This design comes from an exercise in tuning for small area on the open sky130 flow, not from production work. At most, simulation tests tie the RTL to the original design; equivalence was not proved. No driver is modelled on the clock port, so clock power and skew are understated where the tree is cut down; a real chip needs a root buffer or a tree. Power and IR drop assume default switching activity.

==> indigo <==
==> flow/design.v (excerpt) <==
module relojContadorAritmeticaMuxDisp7SegTLD(
    input [3:0] numBinario,
    input [1:0] seleccionarOperacion,
    input clkNexys2,
    input Reset,
    output [3:0] leds,
    output [7:0] ledsDisplay,
    output [3:0] anodoComun
    );
	assign leds = numBinario;
	wire pulso;
	wire [1:0] selector;
	divisorDeReloj frecuenciaReloj(.relojNexys2(clkNexys2), .rst(Reset), .pulsoReloj(pulso));
	contadorSelector selectorDisplay(.clk(clkNexys2), .rst(Reset), .frecuenciaReloj(pulso), .contador(selector));
	display7Seg mostrarDigito(.x(numBinario), .op(seleccionarOperacion), .sel(selector), .an(anodoComun), .seg(ledsDisplay));
endmodule
==> module divisorDeReloj, before the edit <==
module divisorDeReloj(
    input relojNexys2,
    input rst,
    output pulsoReloj
    );
	reg [16:0] q;
	wire ceros = ~|q[15:0];
	always @(posedge relojNexys2, posedge rst)
	begin
		if (rst)
			q <= 17'h00204;
		else
			q <= {q[15:0], q[16] ^ (q[13] | ceros)};
	end
	assign pulsoReloj = ceros & ~q[16];
endmodule
export LEC_CHECK = 0
export CAP_MARGIN = 20
export CORE_AREA = 2.3 2.72 57.5 57.12
export DIE_AREA = 0 0 60 60
export SLEW_MARGIN = 20
create_clock -name core_clock -period 20.0 [get_ports {clkNexys2}]
standard.sh (not shown) runs the stock make flow with config.mk's settings and CLKGATE_MAP_FILE= SYNTH_SCRIPT=/design/flow/synth_recipe.tcl, a recipe that flattens the netlist after the stock synthesis.
==> flow/flow/run.sh <==
#!/bin/bash
# Own layout flow: the standard flow (standard.sh) with these changes:
#  - synthesis runs the standard flow's synthesis script unchanged, except that Yosys's abc call
#    uses the area-oriented ABC script in flow/area.abc instead of ORFS's speed script,
#    and Yosys does not map half/full adders to adder cells before ABC;
#  - port buffers are the smallest buffer cell (buf_1) instead of ORFS's default choice;
#  - the two constant outputs share one tie cell (SKIP_REPAIR_TIE_FANOUT=1);
#  - after CTS, the clock tree's leaf buffers are removed and its root buffer, resized to
#    buf_6, drives all 19 flip-flops directly (flow/one_clock_buffer.tcl). Every flip-flop
#    then gets the clock through the same single buffer.
# Each tool's full output stays in this folder: *.log here, per-step logs in orfs/logs.
set -euo pipefail
here=$(pwd)
{
  echo "set ::my_abc_script $here/flow/area.abc"
  cat "$here/flow/abc_override.tcl"
  cat "$here/synth_recipe.tcl"
} > "$here/own_synth.tcl"
export BUFFER_PORTS_ARGS="-buffer_cell sky130_fd_sc_hd__buf_1"
export CTS_ARGS="-sink_clustering_enable -repair_clock_nets -dont_use_dummy_load -sink_clustering_size 30 -sink_clustering_max_diameter 300 -root_buf sky130_fd_sc_hd__clkbuf_4 -buf_list sky130_fd_sc_hd__clkbuf_4"
args=(SYNTH_SCRIPT="$here/own_synth.tcl" ADDER_MAP_FILE= SKIP_REPAIR_TIE_FANOUT=1)
bash standard.sh "${args[@]}" cts > "$here/standard_to_cts.log" 2>&1
export RESULTS_DIR="$here/orfs/results/$FLOW_PLATFORM/relojContadorAritmeticaMuxDisp7SegTLD/base"
export CLOCK_PORT=clkNexys2
export ROOT_CLOCK_BUFFER=${ROOT_CLOCK_BUFFER:-sky130_fd_sc_hd__buf_6}
openroad -no_init -exit "$here/flow/one_clock_buffer.tcl" > "$here/one_clock_buffer.log" 2>&1
bash standard.sh "${args[@]}" finish > "$here/standard_finish.log" 2>&1
==> flow/flow/one_clock_buffer.tcl <==
# After CTS: replace the two-level clock tree (root buffer feeding leaf buffers) by the
# root buffer alone, resized to ROOT_CLOCK_BUFFER, driving every clock sink. The clock port still feeds
# only the root buffer's input.
set results $::env(RESULTS_DIR)
read_db $results/4_cts.odb
set db [ord::get_db]
set block [ord::get_db_block]
set port_net [$block findNet $::env(CLOCK_PORT)]
set root ""
foreach it [$port_net getITerms] {
  set inst [$it getInst]
  if { [string match "*clkbuf*" [[$inst getMaster] getName]] } { set root $inst }
}
if { $root == "" } { error "no root clock buffer" }
set root_net [[$root findITerm X] getNet]
foreach it [$root_net getITerms] {
  set inst [$it getInst]
  if { $inst == $root } { continue }
  if { ![string match "*clkbuf*" [[$inst getMaster] getName]] } { continue }
  set leaf_net [[$inst findITerm X] getNet]
  foreach sink [$leaf_net getITerms] {
    if { [$sink getInst] == $inst } { continue }
    $sink disconnect
    $sink connect $root_net
  }
  puts "removing leaf clock buffer [$inst getName]"
  odb::dbInst_destroy $inst
  odb::dbNet_destroy $leaf_net
}
$root swapMaster [$db findMaster $::env(ROOT_CLOCK_BUFFER)]
detailed_placement
check_placement -verbose
write_db $results/4_cts.odb
Other scripts of this flow, unchanged in this note and not shown: flow/flow/abc_override.tcl, flow/flow/area.abc
==> sierra: changes against indigo <==
--- a/flow/design.v
+++ b/flow/design.v
@@ -12,3 +12,3 @@
 		else
-			q <= {q[15:0], q[16] ^ (q[13] | ceros)};
+			q <= {q[15:0], q[16] ^ q[13] ^ ceros};
 	end
==> xenon: changes against indigo <==
--- a/flow/design.v
+++ b/flow/design.v
@@ -12,3 +12,3 @@
 		else
-			q <= {q[15:0], q[16] ^ (q[13] | ceros)};
+			q <= {q[15:0], q[16] ^ q[13] ^ ceros};
 	end
--- a/flow/flow/run.sh
+++ b/flow/flow/run.sh
@@ -6,6 +6,4 @@
 #  - port buffers are the smallest buffer cell (buf_1) instead of ORFS's default choice;
-#  - the two constant outputs share one tie cell (SKIP_REPAIR_TIE_FANOUT=1);
-#  - after CTS, the clock tree's leaf buffers are removed and its root buffer, resized to
-#    buf_6, drives all 19 flip-flops directly (flow/one_clock_buffer.tcl). Every flip-flop
-#    then gets the clock through the same single buffer.
+#  - after CTS, the clock tree's leaf buffers are removed and its root buffer, sized up,
+#    drives all the flip-flops directly (flow/one_clock_buffer.tcl).
 # Each tool's full output stays in this folder: *.log here, per-step logs in orfs/logs.
--- a/flow/flow/one_clock_buffer.tcl
+++ b/flow/flow/one_clock_buffer.tcl
@@ -1,3 +1,3 @@
 # After CTS: replace the two-level clock tree (root buffer feeding leaf buffers) by the
-# root buffer alone, resized to ROOT_CLOCK_BUFFER, driving every clock sink. The clock port still feeds
+# root buffer alone, sized up, driving every clock sink. The clock port still feeds
 # only the root buffer's input.
==> comparison table <==
quantity                                                                indigo        sierra         xenon
Result of the run                                     timing/DRC/antenna clean  timing/DRC/antenna clean  timing/DRC/antenna clean
Clock insertion delay at the later pin of the skew report               140 ps        130 ps        130 ps
Portion of total power attributed to sequential cells                    0.626         0.628         0.628
Wirelength, routed                                                    1.819 mm      1.747 mm      1.747 mm
Number of DRC markers after the initial detailed-route iteration            59           118           118
Global-route wire length before repair                                2.918 mm      3.167 mm      3.167 mm
HPWL reported at the end of detailed placement                        1.422 mm      1.378 mm      1.378 mm
Maximum operating frequency                                          85.08 MHz     85.31 MHz     85.31 MHz
GRT met2 Usage                                                          0.1972        0.2143        0.2143
Post-route met1 wirelength                                              765 um        732 um        732 um
Net total in the final layout                                              109           108           108
Area of the mapped netlist                                          919.6 um^2    917.1 um^2    917.1 um^2
Relative max-transition margin                                          0.5881        0.5876        0.5876
Total net switching power                                             15.61 uW      15.37 uW      15.37 uW
Vias in the first global route                                             672           639           639
Placement-stage worst setup slack                                      8369 ps       8435 ps       8435 ps
Worst VDD drop                                                    0.00004869 V  0.00005424 V  0.00005424 V
Post-Place Cell Area                                                919.6 um^2    917.1 um^2    917.1 um^2
Non-clock buffer contribution to total cell area                       0.08468       0.08491       0.08491
Share of the synthesized area in the top cell type                      0.4626        0.4638        0.4638
Function not checked in indigo: the RTL went through the layout flow alone.


==> zinc: inputs <==
Another version of the RTL of relojContadorAritmeticaMuxDisp7SegTLD (not shown whole).
==> flow/config.mk <==
export PLATFORM = sky130hd
export DESIGN_NAME = relojContadorAritmeticaMuxDisp7SegTLD
export DESIGN_NICKNAME = relojContadorAritmeticaMuxDisp7SegTLD
export VERILOG_FILES = /design/flow/design.v
export SDC_FILE = /design/flow/constraint.sdc
export NUM_CORES = 4
export LEC_CHECK = 0
export CAP_MARGIN = 20
export CORE_AREA = 2.3 2.72 57.5 57.12
export DIE_AREA = 0 0 60 60
export SLEW_MARGIN = 20
==> flow/constraint.sdc <==
create_clock -name core_clock -period 20.0 [get_ports {clkNexys2}]
set_input_delay 4.0000 -clock core_clock [delete_from_list [all_inputs] [get_ports {clkNexys2}]]
set_output_delay 4.0000 -clock core_clock [all_outputs]
set_load 0.01 [all_outputs]
==> flow/flow/run.sh <==
#!/bin/bash
# Own layout flow: the standard flow (standard.sh) with these changes:
#  - synthesis runs the standard flow's synthesis script unchanged, except that Yosys's abc call
#    uses the area-oriented ABC script in flow/area.abc instead of ORFS's speed script,
#    and Yosys does not map half/full adders to adder cells before ABC;
#  - port buffers are the smallest buffer cell (buf_1) instead of ORFS's default choice;
#  - after CTS, the clock tree's leaf buffers are removed and its root buffer, sized up,
#    drives all the flip-flops directly (flow/one_clock_buffer.tcl).
# Each tool's full output stays in this folder: *.log here, per-step logs in orfs/logs.
set -euo pipefail
here=$(pwd)
{
  echo "set ::my_abc_script $here/flow/area.abc"
  cat "$here/flow/abc_override.tcl"
  cat "$here/synth_recipe.tcl"
} > "$here/own_synth.tcl"
export BUFFER_PORTS_ARGS="-buffer_cell sky130_fd_sc_hd__buf_1"
export CTS_ARGS="-sink_clustering_enable -repair_clock_nets -dont_use_dummy_load -sink_clustering_size 30 -sink_clustering_max_diameter 300 -root_buf sky130_fd_sc_hd__clkbuf_4 -buf_list sky130_fd_sc_hd__clkbuf_4"
args=(SYNTH_SCRIPT="$here/own_synth.tcl" ADDER_MAP_FILE= SKIP_REPAIR_TIE_FANOUT=1)
bash standard.sh "${args[@]}" cts > "$here/standard_to_cts.log" 2>&1
export RESULTS_DIR="$here/orfs/results/$FLOW_PLATFORM/relojContadorAritmeticaMuxDisp7SegTLD/base"
export CLOCK_PORT=clkNexys2
export ROOT_CLOCK_BUFFER=${ROOT_CLOCK_BUFFER:-sky130_fd_sc_hd__clkbuf_8}
openroad -no_init -exit "$here/flow/one_clock_buffer.tcl" > "$here/one_clock_buffer.log" 2>&1
bash standard.sh "${args[@]}" finish > "$here/standard_finish.log" 2>&1
==> flow/flow/one_clock_buffer.tcl <==
# After CTS: replace the two-level clock tree (root buffer feeding leaf buffers) by the
# root buffer alone, sized up, driving every clock sink. The clock port still feeds
# only the root buffer's input.
set results $::env(RESULTS_DIR)
read_db $results/4_cts.odb
set db [ord::get_db]
set block [ord::get_db_block]
set port_net [$block findNet $::env(CLOCK_PORT)]
set root ""
foreach it [$port_net getITerms] {
  set inst [$it getInst]
  if { [string match "*clkbuf*" [[$inst getMaster] getName]] } { set root $inst }
}
if { $root == "" } { error "no root clock buffer" }
set root_net [[$root findITerm X] getNet]
foreach it [$root_net getITerms] {
  set inst [$it getInst]
  if { $inst == $root } { continue }
  if { ![string match "*clkbuf*" [[$inst getMaster] getName]] } { continue }
  set leaf_net [[$inst findITerm X] getNet]
  foreach sink [$leaf_net getITerms] {
    if { [$sink getInst] == $inst } { continue }
    $sink disconnect
    $sink connect $root_net
  }
  puts "removing leaf clock buffer [$inst getName]"
  odb::dbInst_destroy $inst
  odb::dbNet_destroy $leaf_net
}
$root swapMaster [$db findMaster $::env(ROOT_CLOCK_BUFFER)]
detailed_placement
check_placement -verbose
write_db $results/4_cts.odb
Other scripts of this flow, unchanged in this note and not shown: flow/flow/abc_override.tcl, flow/flow/area.abc
==> amber (differences from zinc) <==
--- a/flow/design.v
+++ b/flow/design.v
@@ -12,3 +12,3 @@
 		else
-			q <= {q[15:0], q[16] ^ (q[13] | ceros)};
+			q <= {q[15:0], q[16] ^ q[13] ^ ceros};
 	end
--- a/flow/flow/run.sh
+++ b/flow/flow/run.sh
@@ -22,3 +22,3 @@
 export CLOCK_PORT=clkNexys2
-export ROOT_CLOCK_BUFFER=${ROOT_CLOCK_BUFFER:-sky130_fd_sc_hd__clkbuf_8}
+export ROOT_CLOCK_BUFFER=${ROOT_CLOCK_BUFFER:-sky130_fd_sc_hd__buf_6}
 openroad -no_init -exit "$here/flow/one_clock_buffer.tcl" > "$here/one_clock_buffer.log" 2>&1
==> comparison table <==
Result of the run: amber complete, no violations; zinc complete, no violations
Fraction of area in multi-input gates: amber 30.6%; zinc 30.7%
Worst setup margin: amber 8.67 ns; zinc 8.77 ns
Sequential cell area share: amber 51.3%; zinc 51.0%
Global Route met3 Usage: amber 1.73%; zinc 2.38%
LEAKAGE: amber 0.393 nW; zinc 0.394 nW
Hold worst-path end: amber frecuenciaReloj.q[7]; zinc frecuenciaReloj.q[12]
Cell Pwr Density: amber 64.4 nW/um^2; zinc 65.1 nW/um^2
Post-place setup slack: amber 8.75 ns; zinc 8.80 ns
Top cell type's share of synthesized area: amber 46.2%; zinc 46.1%
Final core area utilization: amber 31.0%; zinc 31.2%
Net switching component of the power: amber 0.0146 mW; zinc 0.0150 mW
Comb power frac: amber 15.8%; zinc 15.4%
Dpl cell area: amber 921 um^2; zinc 923 um^2
Met1 WL: amber 713 um; zinc 734 um
Fillers: amber 323; zinc 313
Relative slew slack: amber 59.0%; zinc 58.1%
Max Clock Skew: amber 0.00105 ns; zinc 0.00133 ns
Proportion of final cell area spent on non-clock buffers: amber 8.46%; zinc 8.41%
For zinc, only the layout was checked, not whether the RTL still works.

-- separate check: timing with driven ports --
No port has a modelled driver above. Below, the same layouts with a new extraction and two added sets of constraints. Step 1 (the two cells are an assumption about what drives the block):
set clk [get_ports {clkNexys2}]
set_driving_cell -lib_cell sky130_fd_sc_hd__clkbuf_16 $clk
set_driving_cell -lib_cell sky130_fd_sc_hd__buf_2 [delete_from_list [all_inputs] $clk]
Step 2 times the ports against the registers' clock, not the clock port: input delays grow and output delays shrink by t, the midpoint of the rising clock arrivals with the driver on. Slacks: no drivers / after step 1 / after step 2; pairs: no drivers / after step 1.
| run | shift t [ns] | setup WS [ns] | hold slack, ns | latest minus earliest clock arrival (ns) | worst register clock-pin slew, ns |
|---|---|---|---|---|---|
| indigo | 0.155 | 8.246 / 8.224 / 8.224 | 0.390 / 0.390 / 0.390 | 0.003 / 0.002 | 0.11 / 0.11 |
| sierra | 0.154 | 8.278 / 8.253 / 8.253 | 0.390 / 0.390 / 0.390 | 0.003 / 0.003 | 0.11 / 0.11 |
| xenon | 0.154 | 8.278 / 8.253 / 8.253 | 0.390 / 0.390 / 0.390 | 0.003 / 0.003 | 0.11 / 0.11 |
| zinc | 0.178 | 8.766 / 8.743 / 8.743 | 0.390 / 0.390 / 0.390 | 0.001 / 0.001 | 0.10 / 0.10 |
| amber | 0.153 | 8.673 / 8.641 / 8.641 | 0.384 / 0.384 / 0.384 | 0.001 / 0.001 | 0.11 / 0.11 |
After both steps every run listed still meets setup and hold. For amber, which loses most, drivers alone change the setup slack by -0.032 ns; drivers and shift together by -0.032 ns.
